From an optimization exercise on the open Yosys and OpenROAD flow, aimed at small area and few clock cycles per item; shortcuts taken in it are not production practice. RTL that was checked went through simulation tests only; none was proved equivalent to the original.

==> inputs of branch sierra <==
// sorting_network
module sorting_network #(
  parameter int NUMBER_WIDTH   = 16,
  parameter int NUMBERS_AMOUNT = 16
)(
  input                                                 clk_i,
  input                                                 rst_i,
  input  [NUMBERS_AMOUNT * NUMBER_WIDTH - 1 : 0]       data_i,
  input                                                 data_valid_i,
  output                                                ready_o,
  output [NUMBERS_AMOUNT * NUMBER_WIDTH - 1 : 0]       data_o,
  output                                                data_valid_o,
  input                                                 ready_i
);
==> module sn_gt, before the edit <==
module sn_gt (
  input  [15:0] x,
  input  [15:0] y,
  output        gt,
  output        gtn
);
  wire [7:0] gn1, gen1;    
  wire [3:0] g2, ge2;      
  wire [1:0] gn3, gen3;    
  genvar i;
  generate
    for( i = 0; i < 8; i++ ) begin : t1
      sn_cmp2 u ( .x1( x[2*i+1] ), .x0( x[2*i] ), .y1( y[2*i+1] ), .y0( y[2*i] ), .gn( gn1[i] ), .gen( gen1[i] ) );
    end
    for( i = 0; i < 4; i++ ) begin : t2
      sn_mrgn u ( .gnh( gn1[2*i+1] ), .genh( gen1[2*i+1] ), .gnl( gn1[2*i] ), .genl( gen1[2*i] ),
                  .g( g2[i] ), .ge( ge2[i] ) );
    end
    for( i = 0; i < 2; i++ ) begin : t3
      sn_mrgp u ( .gh( g2[2*i+1] ), .geh( ge2[2*i+1] ), .gl( g2[2*i] ), .gel( ge2[2*i] ),
                  .gn( gn3[i] ), .gen( gen3[i] ) );
    end
  endgenerate
  sn_rootn u_root ( .gnh( gn3[1] ), .genh( gen3[1] ), .gnl( gn3[0] ), .g( gt ) );
  sn_inv   u_inv  ( .a( gt ), .y( gtn ) );
endmodule
==> module sn_cmp2, before the edit <==
module sn_cmp2 ( input x1, input x0, input y1, input y0, output gn, output gen );
  wire g1  = x1 & ~y1;
  wire ge1 = x1 | ~y1;
  wire g0  = x0 & ~y0;
  wire ge0 = x0 | ~y0;
  assign gn  = ~( g1 | ( ge1 & g0 ) );
  assign gen = ~( g1 | ( ge1 & ge0 ) );
endmodule
==> module sn_mrgn, before the edit <==
module sn_mrgn ( input gnh, input genh, input gnl, input genl, output g, output ge );
  assign g  = ~( gnh & ( genh | gnl ) );
  assign ge = ~( gnh & ( genh | genl ) );
endmodule
==> module sn_mrgp, before the edit <==
module sn_mrgp ( input gh, input geh, input gl, input gel, output gn, output gen );
  assign gn  = ~( gh | ( geh & gl ) );
  assign gen = ~( gh | ( geh & gel ) );
endmodule
==> module sn_rootn, before the edit <==
module sn_rootn ( input gnh, input genh, input gnl, output g );
  assign g = ~( gnh & ( genh | gnl ) );
endmodule
Settings: LEC_CHECK=0, CAP_MARGIN=20, CORE_MARGIN=2, CORE_UTILIZATION=40, PLACE_DENSITY=0.55, SLEW_MARGIN=20, SYNTH_HIERARCHICAL=1; clock period 5.0 ns.
run.sh (not shown) runs the stock make flow with config.mk's settings and CLKGATE_MAP_FILE= SYNTH_SCRIPT=/design/flow/synth_recipe.tcl, a recipe that flattens the netlist after the stock synthesis.
==> branch fjord: changes against branch sierra <==
--- a/flow/design.v
+++ b/flow/design.v
@@ -403,40 +403,50 @@
 );
-  wire [7:0] gn1, gen1;    
-  wire [3:0] g2, ge2;      
-  wire [1:0] gn3, gen3;    
+  wire [15:0] gn0, gen0;    
+  wire [7:0]  g1, ge1;      
+  wire [3:0]  gn2, gen2;    
+  wire [1:0]  g3, ge3;      
   genvar i;
   generate
+    for( i = 0; i < 16; i++ ) begin : t0
+      sn_nand2b u_g  ( .a( x[i] ), .b( y[i] ), .y( gn0[i] ) );
+      if( i > 0 ) begin : ge
+        sn_nor2b u_ge ( .a( x[i] ), .b( y[i] ), .y( gen0[i] ) );
+      end
+    end
     for( i = 0; i < 8; i++ ) begin : t1
-      sn_cmp2 u ( .x1( x[2*i+1] ), .x0( x[2*i] ), .y1( y[2*i+1] ), .y0( y[2*i] ), .gn( gn1[i] ), .gen( gen1[i] ) );
+      sn_o21ai u_g ( .a1( gen0[2*i+1] ), .a2( gn0[2*i] ), .b1( gn0[2*i+1] ), .y( g1[i] ) );
+      if( i > 0 ) begin : ge
+        sn_o21ai u_ge ( .a1( gen0[2*i+1] ), .a2( gen0[2*i] ), .b1( gn0[2*i+1] ), .y( ge1[i] ) );
+      end
     end
     for( i = 0; i < 4; i++ ) begin : t2
-      sn_mrgn u ( .gnh( gn1[2*i+1] ), .genh( gen1[2*i+1] ), .gnl( gn1[2*i] ), .genl( gen1[2*i] ),
-                  .g( g2[i] ), .ge( ge2[i] ) );
+      sn_a21oi u_g ( .a1( ge1[2*i+1] ), .a2( g1[2*i] ), .b1( g1[2*i+1] ), .y( gn2[i] ) );
+      if( i > 0 ) begin : ge
+        sn_a21oi u_ge ( .a1( ge1[2*i+1] ), .a2( ge1[2*i] ), .b1( g1[2*i+1] ), .y( gen2[i] ) );
+      end
     end
     for( i = 0; i < 2; i++ ) begin : t3
-      sn_mrgp u ( .gh( g2[2*i+1] ), .geh( ge2[2*i+1] ), .gl( g2[2*i] ), .gel( ge2[2*i] ),
-                  .gn( gn3[i] ), .gen( gen3[i] ) );
+      sn_o21ai u_g ( .a1( gen2[2*i+1] ), .a2( gn2[2*i] ), .b1( gn2[2*i+1] ), .y( g3[i] ) );
+      if( i > 0 ) begin : ge
+        sn_o21ai u_ge ( .a1( gen2[2*i+1] ), .a2( gen2[2*i] ), .b1( gn2[2*i+1] ), .y( ge3[i] ) );
+      end
     end
   endgenerate
-  sn_rootn u_root ( .gnh( gn3[1] ), .genh( gen3[1] ), .gnl( gn3[0] ), .g( gt ) );
-  sn_inv   u_inv  ( .a( gt ), .y( gtn ) );
+  wire r, t;
+  sn_a21oi u_root ( .a1( ge3[1] ), .a2( g3[0] ), .b1( g3[1] ), .y( r ) );
+  sn_inv   u_sdrv  ( .a( r ), .y( gt ) );
+  sn_inv_b u_ndrv1 ( .a( r ), .y( t ) );
+  sn_inv_c u_ndrv2 ( .a( t ), .y( gtn ) );
+endmodule
+module sn_nand2b ( input a, input b, output y );
+  assign y = ~( a & ~b );
 endmodule
-module sn_cmp2 ( input x1, input x0, input y1, input y0, output gn, output gen );
-  wire g1  = x1 & ~y1;
-  wire ge1 = x1 | ~y1;
-  wire g0  = x0 & ~y0;
-  wire ge0 = x0 | ~y0;
-  assign gn  = ~( g1 | ( ge1 & g0 ) );
-  assign gen = ~( g1 | ( ge1 & ge0 ) );
-endmodule
-module sn_mrgn ( input gnh, input genh, input gnl, input genl, output g, output ge );
-  assign g  = ~( gnh & ( genh | gnl ) );
-  assign ge = ~( gnh & ( genh | genl ) );
-endmodule
-module sn_mrgp ( input gh, input geh, input gl, input gel, output gn, output gen );
-  assign gn  = ~( gh | ( geh & gl ) );
-  assign gen = ~( gh | ( geh & gel ) );
+module sn_nor2b ( input a, input b, output y );
+  assign y = ~( a | ~b );
 endmodule
-module sn_rootn ( input gnh, input genh, input gnl, output g );
-  assign g = ~( gnh & ( genh | gnl ) );
+module sn_o21ai ( input a1, input a2, input b1, output y );
+  assign y = ~( ( a1 | a2 ) & b1 );
+endmodule
+module sn_a21oi ( input a1, input a2, input b1, output y );
+  assign y = ~( ( a1 & a2 ) | b1 );
 endmodule
@@ -444,2 +454,8 @@
   assign y = ~a;
+endmodule
+module sn_inv_b ( input a, output y );
+  assign y = ~a;
+endmodule
+module sn_inv_c ( input a, output y );
+  assign y = ~a;
 endmodule
==> flow/flow/run.sh (new file) <==
#!/bin/bash
set -euo pipefail
R=orfs/results/$FLOW_PLATFORM/sorting_network/base
bash standard.sh synth > flow_synth.log 2>&1
cp $R/1_2_yosys.v $R/1_2_yosys.orig.v
python3 flow/downsize.py $FLOW_HOME/platforms/$FLOW_PLATFORM/lib/sky130_fd_sc_hd__tt_025C_1v80.lib $R/1_2_yosys.v > flow_downsize.log 2>&1
bash standard.sh "BUFFER_PORTS_ARGS=-buffer_cell sky130_fd_sc_hd__buf_1" finish > flow_finish.log 2>&1
==> flow/flow/downsize.py (new file) <==
#!/usr/bin/env python3
# Rewrite a gate-level netlist so that every combinational sky130hd cell uses
# its _1 drive strength (when the library has one), except cells whose output
# net matches a rule in UP (those get the given drive strength).  Flip-flops
# keep their cell.
# usage: downsize.py LIB NETLIST
import re, sys
lib, net = sys.argv[1], sys.argv[2]
cells = set(re.findall(r'cell\s*\(\s*"?(sky130_fd_sc_hd__\w+?)"?\s*\)', open(lib).read()))
keep = re.compile(r'sky130_fd_sc_hd__(s?e?df|dl|conb|tap|fill|decap|clk|lpflow|probe|dly)')
# compare-and-swap select nets: s<layer>_<a>_<b> and s<layer>_<a>_<b>n
UP = [(re.compile(r'^s\d+_\d+_\d+n?$'), '4')]
txt = open(net).read()
count = {}
inst = re.compile(r'(sky130_fd_sc_hd__[a-z0-9]+(?:_[a-z0-9]+)*?)_(\d+)(\s+\S+\s*\()(.*?\)\s*;)', re.S)
def sub(m):
    base, drive, mid, body = m.group(1), m.group(2), m.group(3), m.group(4)
    name = base + '_' + drive
    if keep.match(name):
        return m.group(0)
    want = '1'
    out = re.search(r'\.(?:X|Y)\(\s*\\?([^\s)]+)\s*\)', body)
    if out:
        for rx, d in UP:
            if rx.match(out.group(1)):
                want = d
    new = base + '_' + want
    if new == name or new not in cells:
        return m.group(0)
    count[(name, new)] = count.get((name, new), 0) + 1
    return new + mid + body
txt = inst.sub(sub, txt)
open(net, 'w').write(txt)
for (a, b), v in sorted(count.items()):
    print('%5d %s -> %s' % (v, a, b))
==> flow/standard.sh (new file) <==
#!/bin/bash
# synth_recipe.tcl (not shown) runs the flow's synth.tcl, then flattens the netlist and writes it again
# the make line also repeats each setting of config.mk as NAME=value (left out here)
make -C /OpenROAD-flow-scripts/flow DESIGN_CONFIG=/design/flow/config.mk WORK_HOME=/design/flow/orfs CLKGATE_MAP_FILE= SYNTH_SCRIPT=/design/flow/synth_recipe.tcl "${@:-finish}"
- CORE_UTILIZATION: 40 -> 45
- PLACE_DENSITY: 0.55 -> 0.6
removed: flow/run.sh
==> branch onyx: changes against branch sierra <==
--- a/flow/design.v
+++ b/flow/design.v
@@ -403,40 +403,47 @@
 );
-  wire [7:0] gn1, gen1;    
-  wire [3:0] g2, ge2;      
-  wire [1:0] gn3, gen3;    
+  wire [15:0] gn0, gen0;    
+  wire [7:0]  g1, ge1;      
+  wire [3:0]  gn2, gen2;    
+  wire [1:0]  g3, ge3;      
   genvar i;
   generate
+    for( i = 0; i < 16; i++ ) begin : t0
+      sn_nand2b u_g  ( .a( x[i] ), .b( y[i] ), .y( gn0[i] ) );
+      if( i > 0 ) begin : ge
+        sn_nor2b u_ge ( .a( x[i] ), .b( y[i] ), .y( gen0[i] ) );
+      end
+    end
     for( i = 0; i < 8; i++ ) begin : t1
-      sn_cmp2 u ( .x1( x[2*i+1] ), .x0( x[2*i] ), .y1( y[2*i+1] ), .y0( y[2*i] ), .gn( gn1[i] ), .gen( gen1[i] ) );
+      sn_o21ai u_g ( .a1( gen0[2*i+1] ), .a2( gn0[2*i] ), .b1( gn0[2*i+1] ), .y( g1[i] ) );
+      if( i > 0 ) begin : ge
+        sn_o21ai u_ge ( .a1( gen0[2*i+1] ), .a2( gen0[2*i] ), .b1( gn0[2*i+1] ), .y( ge1[i] ) );
+      end
     end
     for( i = 0; i < 4; i++ ) begin : t2
-      sn_mrgn u ( .gnh( gn1[2*i+1] ), .genh( gen1[2*i+1] ), .gnl( gn1[2*i] ), .genl( gen1[2*i] ),
-                  .g( g2[i] ), .ge( ge2[i] ) );
+      sn_a21oi u_g ( .a1( ge1[2*i+1] ), .a2( g1[2*i] ), .b1( g1[2*i+1] ), .y( gn2[i] ) );
+      if( i > 0 ) begin : ge
+        sn_a21oi u_ge ( .a1( ge1[2*i+1] ), .a2( ge1[2*i] ), .b1( g1[2*i+1] ), .y( gen2[i] ) );
+      end
     end
     for( i = 0; i < 2; i++ ) begin : t3
-      sn_mrgp u ( .gh( g2[2*i+1] ), .geh( ge2[2*i+1] ), .gl( g2[2*i] ), .gel( ge2[2*i] ),
-                  .gn( gn3[i] ), .gen( gen3[i] ) );
+      sn_o21ai u_g ( .a1( gen2[2*i+1] ), .a2( gn2[2*i] ), .b1( gn2[2*i+1] ), .y( g3[i] ) );
+      if( i > 0 ) begin : ge
+        sn_o21ai u_ge ( .a1( gen2[2*i+1] ), .a2( gen2[2*i] ), .b1( gn2[2*i+1] ), .y( ge3[i] ) );
+      end
     end
   endgenerate
-  sn_rootn u_root ( .gnh( gn3[1] ), .genh( gen3[1] ), .gnl( gn3[0] ), .g( gt ) );
-  sn_inv   u_inv  ( .a( gt ), .y( gtn ) );
+  sn_a21oi u_root ( .a1( ge3[1] ), .a2( g3[0] ), .b1( g3[1] ), .y( gtn ) );
+  sn_inv   u_inv  ( .a( gtn ), .y( gt ) );
 endmodule
-module sn_cmp2 ( input x1, input x0, input y1, input y0, output gn, output gen );
-  wire g1  = x1 & ~y1;
-  wire ge1 = x1 | ~y1;
-  wire g0  = x0 & ~y0;
-  wire ge0 = x0 | ~y0;
-  assign gn  = ~( g1 | ( ge1 & g0 ) );
-  assign gen = ~( g1 | ( ge1 & ge0 ) );
+module sn_nand2b ( input a, input b, output y );
+  assign y = ~( a & ~b );
 endmodule
-module sn_mrgn ( input gnh, input genh, input gnl, input genl, output g, output ge );
-  assign g  = ~( gnh & ( genh | gnl ) );
-  assign ge = ~( gnh & ( genh | genl ) );
+module sn_nor2b ( input a, input b, output y );
+  assign y = ~( a | ~b );
 endmodule
-module sn_mrgp ( input gh, input geh, input gl, input gel, output gn, output gen );
-  assign gn  = ~( gh | ( geh & gl ) );
-  assign gen = ~( gh | ( geh & gel ) );
+module sn_o21ai ( input a1, input a2, input b1, output y );
+  assign y = ~( ( a1 | a2 ) & b1 );
 endmodule
-module sn_rootn ( input gnh, input genh, input gnl, output g );
-  assign g = ~( gnh & ( genh | gnl ) );
+module sn_a21oi ( input a1, input a2, input b1, output y );
+  assign y = ~( ( a1 & a2 ) | b1 );
 endmodule
==> flow/flow/run.sh (new file) <==
#!/bin/bash
set -euo pipefail
R=orfs/results/$FLOW_PLATFORM/sorting_network/base
bash standard.sh synth > flow_synth.log 2>&1
cp $R/1_2_yosys.v $R/1_2_yosys.orig.v
python3 flow/downsize.py $FLOW_HOME/platforms/$FLOW_PLATFORM/lib/sky130_fd_sc_hd__tt_025C_1v80.lib $R/1_2_yosys.v > flow_downsize.log 2>&1
bash standard.sh "BUFFER_PORTS_ARGS=-buffer_cell sky130_fd_sc_hd__buf_1" finish > flow_finish.log 2>&1
==> flow/flow/downsize.py (new file) <==
#!/usr/bin/env python3
# Rewrite a gate-level netlist so that every combinational sky130hd cell uses
# its _1 drive strength (when the library has one); flip-flops keep their cell.
# usage: downsize.py LIB NETLIST
import re, sys
lib, net = sys.argv[1], sys.argv[2]
cells = set(re.findall(r'cell\s*\(\s*"?(sky130_fd_sc_hd__\w+?)"?\s*\)', open(lib).read()))
keep = re.compile(r'sky130_fd_sc_hd__(s?e?df|dl|conb|tap|fill|decap|clk|lpflow|probe|dly)')
txt = open(net).read()
count = {}
def sub(m):
    name, base, drive = m.group(0), m.group(1), m.group(2)
    if keep.match(name) or drive == '1':
        return name
    new = base + '_1'
    if new not in cells:
        return name
    count[name] = count.get(name, 0) + 1
    return new
txt = re.sub(r'\b(sky130_fd_sc_hd__[a-z0-9]+(?:_[a-z0-9]+)*?)_(\d+)\b(?=\s+\S+\s*\()', sub, txt)
open(net, 'w').write(txt)
for k, v in sorted(count.items()):
    print('downsized %5d %s' % (v, k))
==> flow/standard.sh (new file) <==
#!/bin/bash
# synth_recipe.tcl (not shown) runs the flow's synth.tcl, then flattens the netlist and writes it again
# the make line also repeats each setting of config.mk as NAME=value (left out here)
make -C /OpenROAD-flow-scripts/flow DESIGN_CONFIG=/design/flow/config.mk WORK_HOME=/design/flow/orfs CLKGATE_MAP_FILE= SYNTH_SCRIPT=/design/flow/synth_recipe.tcl "${@:-finish}"
removed: flow/run.sh
==> impl_metrics.py <==
metrics = {
    "setup_path": {
        "r2r_start": "r0_q[203]",
    },
    "run_status": {
        "violations": "setup timing",
        "status": "complete, but fails checks",
    },
    "sta": {
        "timing.final.ws_setup_ns": -0.0960,
        "setup_viol": 42,
    },
    "detailed_routing": {
        "vias": 59368,
    },
}
# the run above: branch fjord

==> impl_metrics.py <==
metrics = {
    "run_status": {
        "status": "complete, but fails checks",
        "violations": "setup timing",
    },
    "setup_path": {
        "r2r_start": "r0_q[158]",
    },
    "sta": {
        "setup_viol": 237,
        "timing.final.ws_setup_ns": -0.217,
    },
    "detailed_routing": {
        "vias": 58147,
    },
    "cts": {
        "postCtsSetupRepairBufs": 66,
    },
}
# the run above: branch sierra

==> impl_metrics.py <==
metrics = {
    "setup_path": {
        "r2r_start": "r0_q[133]",
    },
    "run_status": {
        "status": "complete, but fails checks",
        "violations": "setup timing",
    },
    "sta": {
        "setup_viol": 15,
        "timing.final.ws_setup_ns": -0.0832,
    },
}
# the run above: branch onyx

The RTL of branch sierra and branch onyx was laid out without a check of its function.

[what the ideal ports hide]
How much do the figures lean on ideal ports? The routed layouts below were timed once more, with nothing changed but the port constraints.
Step 1 sets driving cells, clkbuf_16 on the clock port and buf_2 on the other inputs (assumed; they add their load-dependent delay and slew).
Step 2, shift: input delay + t, output delay - t, t = (earliest + latest rising clock arrival at the registers) / 2. This alone moves slack from input paths to output paths.
Three values: no drivers, after step 1, after step 2; two values: the first two.
run | t, ns | setup WS [ns] | hold WS [ns] | worst setup path after step 2 | latest minus earliest clock arrival (ns)
branch sierra | 0.782 | -0.217 / -0.304 / -0.540 | 0.417 / 0.394 / 0.417 | input to register | 0.038 / 0.037
branch fjord | 0.765 | -0.096 / -0.176 / -0.102 | 0.161 / 0.104 / 0.416 | input to register | 0.043 / 0.044
branch onyx | 0.797 | -0.083 / -0.162 / -0.130 | 0.097 / 0.037 / 0.391 | input to register | 0.035 / 0.036
The setup slack of branch sierra, which loses most, moves by -0.087 ns with the drivers and by -0.323 ns with both steps.
